Source: an optimization exercise on an open RTL-to-GDS flow (aim: small area). Production flows keep margins and buffers that such runs may drop. The RTL was checked by simulation tests, not by an equivalence proof against the original design.

==> flow/design.v (outline; a module is shown in full before it is edited, if it fits) <==
// module nco_sin_rom: 138 lines
// module nco: 30 lines
// module cmpy_0: 15 lines
// module cmpy_mix: 2079 lines
// module loop_filter: 28 lines
// module polar_costas: 69 lines
module polar_costas (
  input aclk,
  input aresetn,
  input signed [15:0] s_axis_i_tdata,
  input               s_axis_i_tvalid,
  output              s_axis_i_tready,
  input signed [15:0] s_axis_q_tdata,
  input               s_axis_q_tvalid,
  output              s_axis_q_tready,
  output signed [15:0] m_axis_i_sync_tdata,
  output               m_axis_i_sync_tvalid,
  input                m_axis_i_sync_tready,
  output signed [15:0] m_axis_q_sync_tdata,
  output               m_axis_q_sync_tvalid,
  input                m_axis_q_sync_tready
);
  // ...
==> flow/run.sh <==
#!/bin/bash
# synth_recipe.tcl (not shown) runs the flow's synth.tcl, then flattens the netlist and writes it again
# the make line also repeats each setting of config.mk as NAME=value (left out here)
make -C /OpenROAD-flow-scripts/flow DESIGN_CONFIG=/design/flow/config.mk WORK_HOME=/design/flow/orfs CLKGATE_MAP_FILE= SYNTH_SCRIPT=/design/flow/synth_recipe.tcl finish
==> flow/config.mk <==
export PLATFORM = sky130hd
export DESIGN_NAME = polar_costas
export DESIGN_NICKNAME = polar_costas
export VERILOG_FILES = /design/flow/design.v
export SDC_FILE = /design/flow/constraint.sdc
export NUM_CORES = 4
export LEC_CHECK = 0
export ABC_AREA = 1
export CAP_MARGIN = 20
export CORE_MARGIN = 2
export CORE_UTILIZATION = 60
export CTS_BUF_LIST = sky130_fd_sc_hd__clkbuf_4 sky130_fd_sc_hd__clkbuf_8
export GPL_TIMING_DRIVEN = 0
export SLEW_MARGIN = 20
==> flow/constraint.sdc <==
create_clock -name core_clock -period 10.0 [get_ports {aclk}]
set_input_delay 2.0000 -clock core_clock [delete_from_list [all_inputs] [get_ports {aclk}]]
set_output_delay 2.0000 -clock core_clock [all_outputs]
set_load 0.01 [all_outputs]
==> key figures, run 1 <==
Outcome
  – Fail Step: global routing (5_1_grt)
  – Status: aborted with a tool error
  – Log Error: [ERROR GRT-0116] Global routing finished with congestion. Check the congestion regions in the DRC Viewer.

Logic synthesis
  – Post-synthesis mux area share: 0%
  – Synth top cells by count: edfxtp_1 (2048), nand2_1 (1821), inv_1 (902)
  – Ys flop type: edfxtp_1
  – Post-synth ARST share: between 5 and 6%
  – Synth Area in XOR/XNOR: 4.25%
  – Synth cell types: 57
  – Mapped Cells: between 9000 and 10000
  – Simple-gate portion of the synthesized area: 10.7%
  – Mean post-synth cell area: 12.4 µm²
  – Yosys reg bits: roughly 2500
  – Synth Area in Compound Gates: 5.32%
  – Number of synthesized flops with an enable pin: 2048
  – Syn. warnings: 6
  – Synth top area cells: edfxtp_1 (55%), fa_1 (9.0%), nand2_1 (6.1%), dfxtp_1 (5.2%), xor2_1 (3.4%)
  – Top-area cell type share of the netlist area: 54.8%
  – Largest area contributor in the netlist: edfxtp_1

Placement
  – Dpl cell area: between 100000 and 150000 µm²
  – Placed cell count: 11622
  – PortBufs: just under 70
  – Final Wtd Congestion: 1.09
  – Place WS: -1.78 ns
  – Detail Placement HPWL: 341 mm

Clocking
  – Inserted Clock Buffers: approximately 370
  – H-tree levels: 5
  – Setup Buffers After CTS: 9
  – Post-CTS sizing: 94

Die
  – Ports: 74
  – Die Wd: 436 µm
  – Chip Height: 436 µm

Global route
  – Largest net degree at the start of global routing: 90
==> run 2, diff against run 1 <==
--- a/flow/config.mk
+++ b/flow/config.mk
@@ -10,5 +10,3 @@
 export CORE_MARGIN = 2
-export CORE_UTILIZATION = 60
-export CTS_BUF_LIST = sky130_fd_sc_hd__clkbuf_4 sky130_fd_sc_hd__clkbuf_8
-export GPL_TIMING_DRIVEN = 0
+export CORE_UTILIZATION = 40
 export SLEW_MARGIN = 20
==> run 2 against run 1 <==
Now clean on timing, DRC and antenna. Synthesized cell count unchanged. Area after synthesis unchanged.
==> key figures, run 2 <==
STA
  – Slew @ Worst Pin: between 1 and 1.5 ns
  – Fmax: approximately 110 MHz
  – Clock Skew: around 0.1 ns
  – Final min period: 9.51 ns
  – Relative slew slack: 19.5%
  – Post-route setup slack: 0.493 ns
  – Setup-failing EPs final: 0
  – Fin. max-slew vios: 0
  – Final Cycle Share: 95.1%
  – RSZ-0062 raised after global routing: false
  – Final Hold Vio Count: 0

Placement
  – Final Wtd Congestion: 1.01 (was 1.09)
  – Dpl cell area: 122000 µm² (was 117000 µm²)
  – Detail Placement HPWL: 222 mm (was 341 mm)
  – PortBufs: 69 (unchanged)
  – Place WS: 0.240 ns (was -1.78 ns)

Setup path
  – CP Capture Type: flop
  – Worst endpoint required time: 10.78 ns
  – R2R depth: 48
  – Crit path DAT: 10.29 ns
  – R2R Setup Slk: 0.49 ns
  – CP startpoint kind: flop
  – Crit path top cell by count: nand2_1
  – CP max-delay cell: fa_1
  – CP Class: reg2reg
  – Worst reg2reg startpoint: cmpy.s3[1]$_DFF_P_
  – R2r endpoint: cmpy.mix.re[31]$_DFF_P_
  – Worst-path fanout max: 5
  – CP max stage delay: 0.59 ns

Die
  – Die area: around 280000 µm²
  – Chip Height: 534 µm (was 436 µm)
  – Rows: 194 (was 158)
  – Die Wd: 534 µm (was 436 µm)
  – Ports: 74 (unchanged)
  – Core Footprint: 279000 µm²
  – Starting Density: 40.2% (was 60.4%)

Final layout
  – Largest Register: lp.dl
  – Finished layout cell area: 130000 µm²
  – Commonest cells after routing, fill and taps aside: edfxtp_1 (2048), nand2_1 (1817), inv_1 (899)
  – Share of cells above drive strength 1: 12.7%
  – Filler Cell Count: 24948
  – Final #Nets: 10548
  – Flip-flop count of the largest register after layout: about 2000
  – Syn-to-layout area delta: 16.2%
  – Largest registers: lp.dl (2048), nco.phd (70)
  – Most common cell after layout, fill and taps aside: edfxtp_1

Logic synthesis
  – Ys flop type: edfxtp_1 (unchanged)
  – Synth Area in XOR/XNOR: 4.25% (unchanged)
  – Simple-gate portion of the synthesized area: 10.7% (unchanged)
  – Main combinational cell family by area after synthesis: adder cells (unchanged)
  – Synth cell types: 57 (unchanged)
  – Dominant cell by count in the synthesized netlist: edfxtp_1 (unchanged)
  – Number of synthesized flops with an enable pin: 2048 (unchanged)
  – Synth top area cells: edfxtp_1 (55%), fa_1 (9.0%), nand2_1 (6.1%), dfxtp_1 (5.2%), xor2_1 (3.4%) (unchanged)
  – Mapped Cells: 9032 (unchanged)
  – Largest area contributor in the netlist: edfxtp_1 (unchanged)
  – Syn. warnings: 6 (unchanged)
  – Synth top cells by count: edfxtp_1 (2048), nand2_1 (1821), inv_1 (902) (unchanged)
  – Post-synth ARST share: 5.19% (unchanged)
  – Yosys reg bits: 2468 (unchanged)
  – Synth Area in Compound Gates: 5.32% (unchanged)
  – Synth Area in Adders: 12.1% (unchanged)
  – Mean post-synth cell area: 12.4 µm² (unchanged)
  – Seq/Total Area, Yosys: 62.9% (unchanged)
  – Top-area cell type share of the netlist area: 54.8% (unchanged)
  – Mapped Area: 112000 µm² (unchanged)
  – Post-synthesis mux area share: 0% (unchanged)

Global route
  – Initial antenna violation count: 7
  – GR Overflow Total: 0
  – Largest net degree at the start of global routing: 205
  – GRT Util Overall: between 20% and 30%
  – First-pass GRT wire length: 456 mm
  – Vias in the first global route: 70627

Routing
  – Drt pass-1 iters: 6
  – Avg WL per Cell: 22.6 µm
  – Antenna-violating nets left: 0
  – Met3 WL: 18.4 mm
  – Vias: 69883
  – Initial drt markers: 6716
  – DR top layer: met5
  – M1 WL: approximately 130 mm
  – DRC: 0
  – Met2 WL: 144 mm
  – Final WL: 309 mm
  – Vias/cell: just over 5

Clocking
  – Setup Buffers After CTS: 0 (was 9)
  – CTS Buffer Depth: 4 (unchanged)
  – Clock transition at path regs: 0.06 ns
  – CTS tree: done
  – H-tree levels: 4 (was 5)
  – Inserted Clock Buffers: 238 (was 372)
  – Clock Tree Root: clkbuf_16 (was clkbuf_8)
  – TritonCTS Sinks: 2468 (unchanged)
  – Worst skew pair latency: 0.90 ns

Min path
  – Hold EP: nco.phd[10]$_DFF_P_
  – Hold-critical path depth: 0
  – Hold Path Class: reg2reg
  – Hold path startpoint: nco.phd[0]$_DFF_P_

Outcome
  – Status: complete, no violations (was aborted with a tool error)

Run
  – Max cap viols: 0
-- run 2: cell counts after synthesis --
No cell type changed its count.
-- run 2: cell families (layout without fill, tap and decap cells) --
family,count (synthesis),count (layout)
compound gates,1040,1040
buf+inv,1330,2222
fa+ha+maj,780,780
simple gates,2887,2887
other cells,1,3
xor+xnor,526,526
flops,2468,2468
-- run 2: worst max-delay path by stage --
stage	startpoint	end	slack (ns)
global placement	cmpy.s3[7]$_DFF_P_	cmpy.mix.re[31]$_DFF_P_	0.22
detailed placement	cmpy.s3[7]$_DFF_P_	cmpy.mix.re[31]$_DFF_P_	0.24
floorplan	pd_valid$_DFF_PN0_	lp.cnt[5]$_DFFE_PN0P_	-5.36
global route	cmpy.s3[1]$_DFF_P_	cmpy.mix.re[31]$_DFF_P_	0.02
finish	cmpy.s3[1]$_DFF_P_	cmpy.mix.re[31]$_DFF_P_	0.49
CTS	cmpy.s3[7]$_DFF_P_	cmpy.mix.re[31]$_DFF_P_	0.19
-- run 2: final cells by class --
class | count | area, µm² | area share, %
sequential | 2468 | 70600 | 54.1
multi-input combinational | 5235 | 36400 | 27.9
timing repair buffer | 855 | 7340 | 5.63
clock buffer | 327 | 6730 | 5.17
tap | 3724 | 4660 | 3.57
inverter | 932 | 3500 | 2.69
clock inverter | 108 | 1200 | 0.921
antenna | 1 | 2.50 | 0.00192
-- run 2: repair_timing --
| item | 4_1_cts | 5_1_grt |
|---|---|---|
| gates resized for setup | 0 | 3 |
| endpoints found under the setup margin | 0 | 5 |
| hold buffers | 0 | 0 |
-- run 2: stage by stage --
| stage | instances | TNS, ns | hold WS, ns | utilization [%] |
|---|---|---|---|---|
| 2_1_floorplan | 9033 | -9537.04 | 0.310 | - |
| 3_3_place_gp | 13214 | 0 | 0.310 | 43.8 |
| 3_5_place_dp | 13214 | 0 | 0.312 | 43.8 |
| 4_1_cts | 13649 | 0 | 0.267 | 46.7 |
| 5_1_grt | 13649 | 0 | 0.293 | 46.7 |
| 6_report | 13650 | 0 | 0.274 | 46.7 |
-- run 2: layer usage --
layer	GRT usage (%)	vias up
met5	0	-
met4	9.49	4
met3	3.01	720
met2	34.7	2456
met1	29.0	34569
li1	-	32134
-- run 2: critical path, delay by kind of cell (launching register included) --
family                     cells  cell delay (ns)
buffers and inverters         10             1.24
and+or+nand+nor               23             2.73
xor gates and xnor gates       2             0.35
AOI/OAI and AO/OA              4             0.82
DFF                            1             0.33
adders and majority gates      9             3.97

static timing again, ports no longer ideal:
No port has a modelled driver above. Below, the same layout with a new extraction and two added sets of constraints. Step 1: set_driving_cell puts a clkbuf_16 on aclk and a buf_2 on each other input, an assumption about the parent block. Step 2 adds t to the input delays and takes it off the output delays; t is the mean of the earliest and latest rising clock arrival at the registers after step 1. Input paths then give back, and output paths get back, about the clock's delay inside the block. Three values: ideal, step 1, step 2; two values: the first two.
run: run 2
t, ns: 0.943
slack for setup (ns): 0.493 / 0.493 / 0.493
worst setup path at the end: register to register
worst data-port slew with drivers (ns): 0.10
After both steps setup and hold are still met in run 2. For run 2, drivers alone change the setup slack by 0.000 ns; drivers and shift together by 0.000 ns.
